Background: an optimization exercise with open tools, aiming at small area and a short achievable clock period. Do not read the settings as production practice.
Function was checked by simulation only, so behaviour that the tests miss may differ from the original.
Power and IR drop assume default switching activity.

== build 4 ==
==> flow/design.v (excerpt) <==
module mproc (input wire clk, reset, input wire [15:0] d_in, output wire [6:0] addr, output wire [15:0] d_out);
export LEC_CHECK = 0
export CAP_MARGIN = 20
export CORE_MARGIN = 2
export CORE_UTILIZATION = 40
export SETUP_SLACK_MARGIN = 5.0
export SLEW_MARGIN = 20
create_clock -name core_clock -period 8.5 [get_ports {clk}]
run.sh (not shown) runs the stock make flow with config.mk's settings and CLKGATE_MAP_FILE= SYNTH_SCRIPT=/design/flow/synth_recipe.tcl, a recipe that flattens the netlist after the stock synthesis.
Build 4 closes out successfully: all stages finished, all timing, DRC and antenna checks passed.
--- input diff build 4..trial 12 ---
- setting ABC_AREA to 1 for the first time
--- outcome ---
- Run comparison: trial 12 standard cell with the maximum stage delay on the critical path dfxtp_4; build 4 standard cell with the maximum stage delay on the critical path a222oi_1
- Per the comparison of trial 12 with build 4, smallest hold slack went down 0.088 ns; sequential cell count held; sequential cell area share went down 2.0 points; final design utilization went up 1.4 points.
- [trial 12] instance count after placement with tap cells included rose 290 relative to build 4
- Trial 12 — clock share of power 3.8 points higher, build 4 as reference
- In the final design statistics, trial 12 uses more standard cells in total than build 4.
- Diff build 4 -> trial 12 | transition at the pin with the smallest max-transition slack | decrease of 0.19 ns
- Against build 4, final standard cell area without fillers in trial 12 came out worse.
- Trial 12 ends up with a first-pass GRT wire length that is about 14% higher than in build 4.
- Count of inserted antenna diode cells: trial 12 < build 4

v7:
The RTL this note starts from:
==> flow/design.v <==
module mproc (input wire clk, reset, input wire [15:0] d_in, output wire [6:0] addr, output wire [15:0] d_out);
  reg  [6:0]   pc;
  reg  [10:0]  ir;       
  reg  [1:0]   cls;      
  reg  [127:0] rfn;      
  wire [127:0] rf = ~rfn;
  reg  [15:0]  opa, opb; 
  reg          f, l, c;  
  wire e   = ~f & ~l;
  wire ld  = cls == 2'b10;
  wire ef  = e & ~ld;
  wire el  = e & ld;
  wire jmp = (cls == 2'b01) & ef;
  wire wr  = el | (ef & (cls == 2'b00));
  wire [2:0]  wa = ir[8:6];
  wire [15:0] res;
  wire [15:0] wd = reset ? 16'd0 : (el ? d_in : res);
  wire        ua = reset | f | (wr & (wa == ir[2:0]));
  wire        ub = reset | f | (wr & (wa == ir[5:3]));
  wire       fs = f & ~reset;
  wire [7:0] sa = (8'd1 << d_in[2:0]) & {8{fs}};
  wire [7:0] sb = (8'd1 << d_in[5:3]) & {8{fs}};
  wire [15:0] ra = (rf[15:0] & {16{sa[0]}}) |
                     (rf[31:16] & {16{sa[1]}}) |
                     (rf[47:32] & {16{sa[2]}}) |
                     (rf[63:48] & {16{sa[3]}}) |
                     (rf[79:64] & {16{sa[4]}}) |
                     (rf[95:80] & {16{sa[5]}}) |
                     (rf[111:96] & {16{sa[6]}}) |
                     (rf[127:112] & {16{sa[7]}}) |
                     (wd & {16{ua & ~fs}}) | (opa & {16{~ua}});
  wire [15:0] rb = (rf[15:0] & {16{sb[0]}}) |
                     (rf[31:16] & {16{sb[1]}}) |
                     (rf[47:32] & {16{sb[2]}}) |
                     (rf[63:48] & {16{sb[3]}}) |
                     (rf[79:64] & {16{sb[4]}}) |
                     (rf[95:80] & {16{sb[5]}}) |
                     (rf[111:96] & {16{sb[6]}}) |
                     (rf[127:112] & {16{sb[7]}}) |
                     (wd & {16{ub & ~fs}}) | (opb & {16{~ub}});
  wire [15:0] a = opa, b = opb;
  wire [1:0]  op = ir[10:9];
  wire [17:0] s2 = {1'b0, a, 1'b1} + {1'b0, b ^ {16{op[0]}}, op[0]};
  wire [16:0] s  = s2[17:1];
  assign res = op[1] ? (op[0] ? (a | b) : (a & b)) : s[15:0];
  wire nz = |d_in[13:11];
  wire [1:0] cls_in = {d_in[15] | (~d_in[14] & nz), d_in[14] | (~d_in[15] & nz)};
  wire       pc_inc = el | f;
  wire [6:0] pc_add = pc_inc ? 7'd1 : ~ir[6:0];
  wire       pc_cin = ~pc_inc;
  integer i;
  always @(posedge clk) begin
    c <= s[16];
    for (i = 0; i < 8; i = i + 1)
      if (reset | (wr & (wa == i))) rfn[16*i +: 16] <= ~wd;
    opa <= ra;
    opb <= rb;
    if (reset) begin
      pc <= 7'd0; ir <= 11'd0; cls <= 2'b00; f <= 1'b1; l <= 1'b0; c <= 1'b0;
    end else begin
      if (el | f | (jmp & c)) pc <= pc + pc_add + {6'd0, pc_cin};
      if (f) begin ir <= d_in[10:0]; cls <= cls_in; end
      f <= l | ef;
      l <= el;
    end
  end
  assign addr  = pc;
  assign d_out = opa;
endmodule
export LEC_CHECK = 0
export ABC_AREA = 1
export CAP_MARGIN = 20
export CORE_MARGIN = 2
export CORE_UTILIZATION = 55
export CTS_BUF_LIST = sky130_fd_sc_hd__clkbuf_8
export SETUP_SLACK_MARGIN = 5.0
export SLEW_MARGIN = 20
export TNS_END_PERCENT = 0
create_clock -name core_clock -period 8.5 [get_ports {clk}]
standard.sh (not shown) runs the stock make flow with config.mk's settings and CLKGATE_MAP_FILE= SYNTH_SCRIPT=/design/flow/synth_recipe.tcl, a recipe that flattens the netlist after the stock synthesis.
==> flow/flow/run.sh <==
#!/bin/bash
# The standard layout, with repair_timing aiming for a larger setup margin and
# plain buffers on the ports.
set -euo pipefail
bash standard.sh SETUP_SLACK_MARGIN=5.8 "BUFFER_PORTS_ARGS=-buffer_cell sky130_fd_sc_hd__buf_2" finish > run_standard.log 2>&1
> inputs changed (v7 -> v47)
==> flow/run.sh (new file) <==
#!/bin/bash
# synth_recipe.tcl (not shown) runs the flow's synth.tcl, then flattens the netlist and writes it again
# the make line also repeats each setting of config.mk as NAME=value (left out here)
make -C /OpenROAD-flow-scripts/flow DESIGN_CONFIG=/design/flow/config.mk WORK_HOME=/design/flow/orfs CLKGATE_MAP_FILE= SYNTH_SCRIPT=/design/flow/synth_recipe.tcl finish
removed: flow/flow/run.sh
removed: flow/standard.sh
[summary]
In the reports for v7 and v47, the larger setup fix buffers added after clock tree synthesis belongs to v7. The higher worst setup margin of v7 and v47 is in v7. Relative to v7, relative contribution of combinational cells to total power increased by 0.2 points in v47. v47 vs v7, total wirelength of the detailed-routed design went down by 190 µm. Compared with v7, v47 is the more power-hungry design. NOTE final design area excluding fillers v7->v47 increased slightly. Summary of v47 over v7: largest fanout on the critical path higher; net count of the finished layout went down.
Inputs modified between v47 and v40:
- CORE_UTILIZATION: 55 -> 50
==> flow/flow/run.sh (new file) <==
#!/bin/bash
# The standard layout, with repair_timing aiming for a larger setup margin and
# plain buffers on the ports.
set -euo pipefail
bash standard.sh SETUP_SLACK_MARGIN=5.8 "BUFFER_PORTS_ARGS=-buffer_cell sky130_fd_sc_hd__buf_2" finish > run_standard.log 2>&1
==> flow/standard.sh (new file) <==
#!/bin/bash
# synth_recipe.tcl (not shown) runs the flow's synth.tcl, then flattens the netlist and writes it again
# the make line also repeats each setting of config.mk as NAME=value (left out here)
make -C /OpenROAD-flow-scripts/flow DESIGN_CONFIG=/design/flow/config.mk WORK_HOME=/design/flow/orfs CLKGATE_MAP_FILE= SYNTH_SCRIPT=/design/flow/synth_recipe.tcl "${@:-finish}"
removed: flow/run.sh
## What came out
- From v47 to v40 the numbers moved as follows: first-iteration DRC count dropped 14%, final weighted congestion of routability-driven global placement barely changed, global-route usage dropped 2.8 points, combinational power share climbed 0.6 points, fraction of power consumed by sequential logic climbed 0.2 points.
- Taking v47 as the reference, in v40 arrival time of data at the critical path endpoint saw a decrease; overall die width saw an increase; area growth from synthesis to final layout saw an increase.
- Number of buffers inserted to repair setup after CTS: v47 and v40 compared, lower one is v47

## run 1
RTL: the design.v shown in full above, as it stands there.
Settings: LEC_CHECK=0, ABC_AREA=1, CAP_MARGIN=20, CORE_MARGIN=2, CORE_UTILIZATION=50, CTS_BUF_LIST=sky130_fd_sc_hd__clkbuf_8, SETUP_SLACK_MARGIN=5.0, SLEW_MARGIN=20; clock period 8.5 ns.
==> flow/flow/run.sh <==
#!/bin/bash
# The standard layout, with repair_timing aiming for a larger setup margin and
# plain buffers on the ports.
set -euo pipefail
bash standard.sh SETUP_SLACK_MARGIN=5.8 "BUFFER_PORTS_ARGS=-buffer_cell sky130_fd_sc_hd__buf_2" finish > run_standard.log 2>&1
Run 1: done, clean on timing, DRC and antenna
The following lists how run 2 was set up differently from run 1:
- CORE_UTILIZATION now 60, was 50
- TNS_END_PERCENT now 0, previously not set
--- outcome ---
Combinational power delta for run 2 relative to run 1: about 10% lower
Run 1 consumes more power than run 2.
Minimum hold slack improves in run 2 relative to run 1.
diff inputs: run 2 => run 3
- swapping 60 for 50 in CORE_UTILIZATION
==> flow/flow/run.sh <==
#!/bin/bash
# The standard layout, with repair_timing aiming for a larger setup margin and
# plain buffers on the ports.
set -euo pipefail
bash standard.sh SETUP_SLACK_MARGIN=5.95 "BUFFER_PORTS_ARGS=-buffer_cell sky130_fd_sc_hd__buf_2" finish > run_standard.log 2>&1
## What came out
On sum of net half-perimeters after detailed placement: between run 2 and run 3, it ends up lower for run 2. The endpoint of the worst setup timing path comes out opb[10] in one run and opa[11] in the other, namely in run 2 and run 3 respectively. From run 2 to run 3 the numbers moved as follows: count of sequential standard cells comparable, effective utilization at floorplan now smaller. Run 2 vs run 3, worst setup path startpoint: d_in[3] vs d_in[2]. Diff run 2 -> run 3 | width of the die | increase of about 9%.

mproc, a different RTL version from the one above (not shown whole).
Size: about 41 I/O pins.
export LEC_CHECK = 0
export ABC_AREA = 1
export CAP_MARGIN = 20
export CORE_MARGIN = 2
export CORE_UTILIZATION = 60
export CTS_BUF_LIST = sky130_fd_sc_hd__clkbuf_8
export SETUP_SLACK_MARGIN = 5.0
export SLEW_MARGIN = 20
create_clock -name core_clock -period 8.5 [get_ports {clk}]
==> flow/flow/run.sh <==
#!/bin/bash
# The standard layout, with repair_timing aiming for a larger setup margin and
# plain buffers on the ports.
set -euo pipefail
bash standard.sh SETUP_SLACK_MARGIN=5.7 "BUFFER_PORTS_ARGS=-buffer_cell sky130_fd_sc_hd__buf_2" finish > run_standard.log 2>&1
Change:
--- a/flow/config.mk
+++ b/flow/config.mk
@@ -10,3 +10,3 @@
 export CORE_MARGIN = 2
-export CORE_UTILIZATION = 60
+export CORE_UTILIZATION = 50
 export CTS_BUF_LIST = sky130_fd_sc_hd__clkbuf_8
=> Setup slack barely changes. Core utilization decreases by 11 points. Clock-buffer cell count is unchanged.
Change:
==> flow/flow/run.sh (replaced) <==
#!/bin/bash
# The standard layout, with repair_timing aiming for a larger setup margin and
# plain buffers on the ports.
set -euo pipefail
bash standard.sh SETUP_SLACK_MARGIN=5.9 "BUFFER_PORTS_ARGS=-buffer_cell sky130_fd_sc_hd__buf_2" finish > run_standard.log 2>&1
--- a/flow/config.mk
+++ b/flow/config.mk
@@ -11,3 +11,2 @@
 export CORE_UTILIZATION = 50
-export CTS_BUF_LIST = sky130_fd_sc_hd__clkbuf_8
 export SETUP_SLACK_MARGIN = 5.0
The new run completed with no timing, DRC or antenna violations.
Die area is unchanged.
Clock skew shrinks by 0.012 ns.
Clock-buffer cell count stays the same.
Routed wire length grows by roughly a tenth.
Total power grows by roughly a tenth.
Worst setup slack gets better by 0.032 ns.
Change:
==> flow/flow/run.sh (replaced) <==
#!/bin/bash
# The standard layout, with: abc mapping by flow/map.abc in synthesis,
# repair_timing aiming for a larger setup margin, plain buffers on the ports.
set -euo pipefail
W=$(pwd)
export FLOW_SYNTH_TCL=$W/synth_recipe.tcl
export ABC_SCRIPT_OVERRIDE=$W/flow/map.abc
bash standard.sh SYNTH_SCRIPT=$W/flow/synth_abc.tcl SETUP_SLACK_MARGIN=5.7 "BUFFER_PORTS_ARGS=-buffer_cell sky130_fd_sc_hd__buf_2" finish > run_standard.log 2>&1
==> flow/flow/map.abc (new file) <==
strash
&get -n
&dch
&nf -R 1000
&put
topo
stime -c
==> flow/flow/synth_abc.tcl (new file) <==
# The standard flow's synthesis (synth_recipe.tcl), with abc mapping the combinational
# logic by the script in ABC_SCRIPT_OVERRIDE instead of ORFS's abc script.
proc abc {args} {
  set i [lsearch -exact $args -script]
  if {$i >= 0} { lset args [expr {$i + 1}] $::env(ABC_SCRIPT_OVERRIDE) }
  yosys abc {*}$args
}
source $::env(FLOW_SYNTH_TCL)
--- a/flow/config.mk
+++ b/flow/config.mk
@@ -11,2 +11,3 @@
 export CORE_UTILIZATION = 50
+export CTS_BUF_LIST = sky130_fd_sc_hd__clkbuf_8
 export SETUP_SLACK_MARGIN = 5.0
Outcome: Power drops by 5.6%; via count came out lower by about 17%; clock-buffer cell count increases by 1; synthesized cell count drops by 38%; hold slack is worse by 0.0048 ns; core utilization stays flat; sequential power rises by about 6%; first-iteration DRC count grows by 29%; non-clock buffer count rises by 23; flip-flop and latch count stays the same.

Another version of the RTL of mproc (not shown whole).
Size in the first run: ~1,100 cells after synthesis, roughly 180 flip-flops, about 41 I/O pins.
clock: 8.5 ns
lec_check: 0
abc_area: 1
cap_margin: 20
core_margin: 2
core_utilization: 50
cts_buf_list: sky130_fd_sc_hd__clkbuf_8
setup_slack_margin: 5.0
slew_margin: 20
==> flow/flow/run.sh <==
#!/bin/bash
# The standard layout, with repair_timing aiming for a larger setup margin and
# plain buffers on the ports.
set -euo pipefail
bash standard.sh SETUP_SLACK_MARGIN=5.7 "BUFFER_PORTS_ARGS=-buffer_cell sky130_fd_sc_hd__buf_2" finish > run_standard.log 2>&1
==> next run, changes <==
==> flow/flow/run.sh (replaced) <==
#!/bin/bash
# The standard layout, with repair_timing aiming for a larger setup margin and
# plain buffers on the ports.
set -euo pipefail
bash standard.sh SETUP_SLACK_MARGIN=5.8 "BUFFER_PORTS_ARGS=-buffer_cell sky130_fd_sc_hd__buf_1" finish > run_standard.log 2>&1
Area after synthesis stays the same.
Maximum frequency is higher by 3.1%.
Cell area is higher by 5.4%.
Via count is higher by 2.5%.
Non-clock buffer count is higher by 38.
Clock power is lower by 3.6%.
Sequential power stays flat.
==> next run, changes <==
==> flow/flow/run.sh (replaced) <==
#!/bin/bash
# The standard layout, with repair_timing aiming for a larger setup margin and
# plain buffers on the ports.
set -euo pipefail
bash standard.sh SETUP_SLACK_MARGIN=5.8 "BUFFER_PORTS_ARGS=-buffer_cell sky130_fd_sc_hd__buf_2" finish > run_standard.log 2>&1
--- a/flow/config.mk
+++ b/flow/config.mk
@@ -11 +11 @@
-export CORE_UTILIZATION = 50
+export CORE_UTILIZATION = 65
Hold slack is worse by 3.5 ps.
Worst setup slack is worse by 17 ps.
Maximum frequency falls slightly.
Final cell count falls by a few percent.
Non-clock buffer count falls by 17.
Power falls slightly.
Count of clock-buffer cells in the layout stays the same.
Sequential share of layout area rises by 1.6 points.
Clock power hardly moves.
Die area falls by about a fifth.
Clock skew falls by 7.1 ps.
==> next run, changes <==
==> flow/flow/run.sh (replaced) <==
#!/bin/bash
# The standard layout, with repair_timing aiming for a larger setup margin and
# plain buffers on the ports.
set -euo pipefail
bash standard.sh SETUP_SLACK_MARGIN=6.0 "BUFFER_PORTS_ARGS=-buffer_cell sky130_fd_sc_hd__buf_2" finish > run_standard.log 2>&1
--- a/flow/config.mk
+++ b/flow/config.mk
@@ -11 +11 @@
-export CORE_UTILIZATION = 65
+export CORE_UTILIZATION = 50
@@ -14,0 +15 @@
+export TNS_END_PERCENT = 0
Final area is higher by 3.4%.
Critical path depth grows by 1.
Setup slack gains 68 ps.
Wire length grows by 5.7%.
Worst hold slack improves by 9.3 ps.
Power went down by 0.38%.
Register-to-register slack improves by 200 ps.
Synthesized area is unchanged.
==> next run, changes <==
==> flow/flow/run.sh (replaced) <==
#!/bin/bash
# The standard layout, with repair_timing aiming for a larger setup margin and
# plain buffers on the ports.
set -euo pipefail
bash standard.sh SETUP_SLACK_MARGIN=5.8 "BUFFER_PORTS_ARGS=-buffer_cell sky130_fd_sc_hd__buf_2" finish > run_standard.log 2>&1
--- a/flow/config.mk
+++ b/flow/config.mk
@@ -12 +11,0 @@
-export CTS_BUF_LIST = sky130_fd_sc_hd__clkbuf_8
@@ -15 +13,0 @@
-export TNS_END_PERCENT = 0
The changed run completed with no timing, DRC or antenna violations; setup slack got worse by 23 ps; global-route usage shrinks by 1.2 points; final area grows by 0.58%; non-clock buffer count shrinks by 10; routed wire length shrinks by about 1.6%; sequential share of layout area shrinks by 0.53 points.

-- what the ideal ports hide --
The results above use ideal ports. As a check the final layouts listed here were re-extracted and re-timed, cells and wires unchanged.
Step 1: set_driving_cell puts a clkbuf_16 on clk and a buf_2 on each other input, an assumption about the parent block.
Step 2 adds t to the input delays and takes it off the output delays; t is the mean of the earliest and latest rising clock arrival at the registers after step 1. Input paths then give back, and output paths get back, about the clock's delay inside the block.
Three values: no drivers, after step 1, after step 2; two values: the first two.
run | t (ns) | slack for setup (ns) | worst hold slack (ns) | clock arrival spread, ns | cell pins on the clock port's net
build 4 | 0.471 | 4.499 / 4.454 / 4.627 | 0.544 / 0.544 / 0.544 | 0.010 / 0.010 | 1
trial 12 | 0.486 | 4.659 / 4.613 / 4.623 | 0.456 / 0.456 / 0.456 | 0.010 / 0.011 | 1
v7 | 0.515 | 5.712 / 5.691 / 5.207 | 0.502 / 0.502 / 0.502 | 0.020 / 0.020 | 1
v47 | 0.498 | 5.049 / 5.066 / 4.568 | 0.492 / 0.492 / 0.492 | 0.022 / 0.022 | 1
v40 | 0.502 | 5.723 / 5.682 / 5.226 | 0.507 / 0.507 / 0.507 | 0.016 / 0.015 | 1
run 1 | 0.510 | 5.786 / 5.779 / 5.287 | 0.488 / 0.488 / 0.488 | 0.013 / 0.012 | 1
run 2 | 0.509 | 5.671 / 5.674 / 5.178 | 0.507 / 0.507 / 0.507 | 0.016 / 0.016 | 1
run 3 | 0.497 | 5.734 / 5.748 / 5.250 | 0.508 / 0.508 / 0.508 | 0.012 / 0.013 | 1
the first run of note 4 | 0.528 | 5.696 / 5.672 / 5.144 | 0.500 / 0.500 / 0.500 | 0.024 / 0.024 | 1
the second run of note 4 | 0.504 | 5.693 / 5.678 / 5.174 | 0.486 / 0.486 / 0.486 | 0.024 / 0.024 | 1
the third run of note 4 | 0.479 | 5.725 / 5.701 / 5.221 | 0.497 / 0.497 / 0.497 | 0.013 / 0.013 | 1
the fourth run of note 4 | 0.520 | 5.479 / 5.380 / 4.859 | 0.492 / 0.492 / 0.492 | 0.017 / 0.017 | 1
the first run of note 5 | 0.520 | 5.684 / 5.693 / 5.179 | 0.510 / 0.510 / 0.510 | 0.023 / 0.023 | 1
the second run of note 5 | 0.503 | 5.769 / 5.780 / 5.277 | 0.502 / 0.502 / 0.502 | 0.020 / 0.020 | 1
the third run of note 5 | 0.512 | 5.751 / 5.749 / 5.253 | 0.498 / 0.498 / 0.498 | 0.015 / 0.014 | 1
the fourth run of note 5 | 0.509 | 5.819 / 5.788 / 5.320 | 0.508 / 0.508 / 0.508 | 0.019 / 0.020 | 1
the fifth run of note 5 | 0.484 | 5.796 / 5.764 / 5.295 | 0.496 / 0.496 / 0.496 | 0.014 / 0.014 | 1
After both steps every run listed still meets setup and hold. For the fourth run of note 4, which loses most, drivers alone change the setup slack by -0.099 ns; drivers and shift together by -0.620 ns.
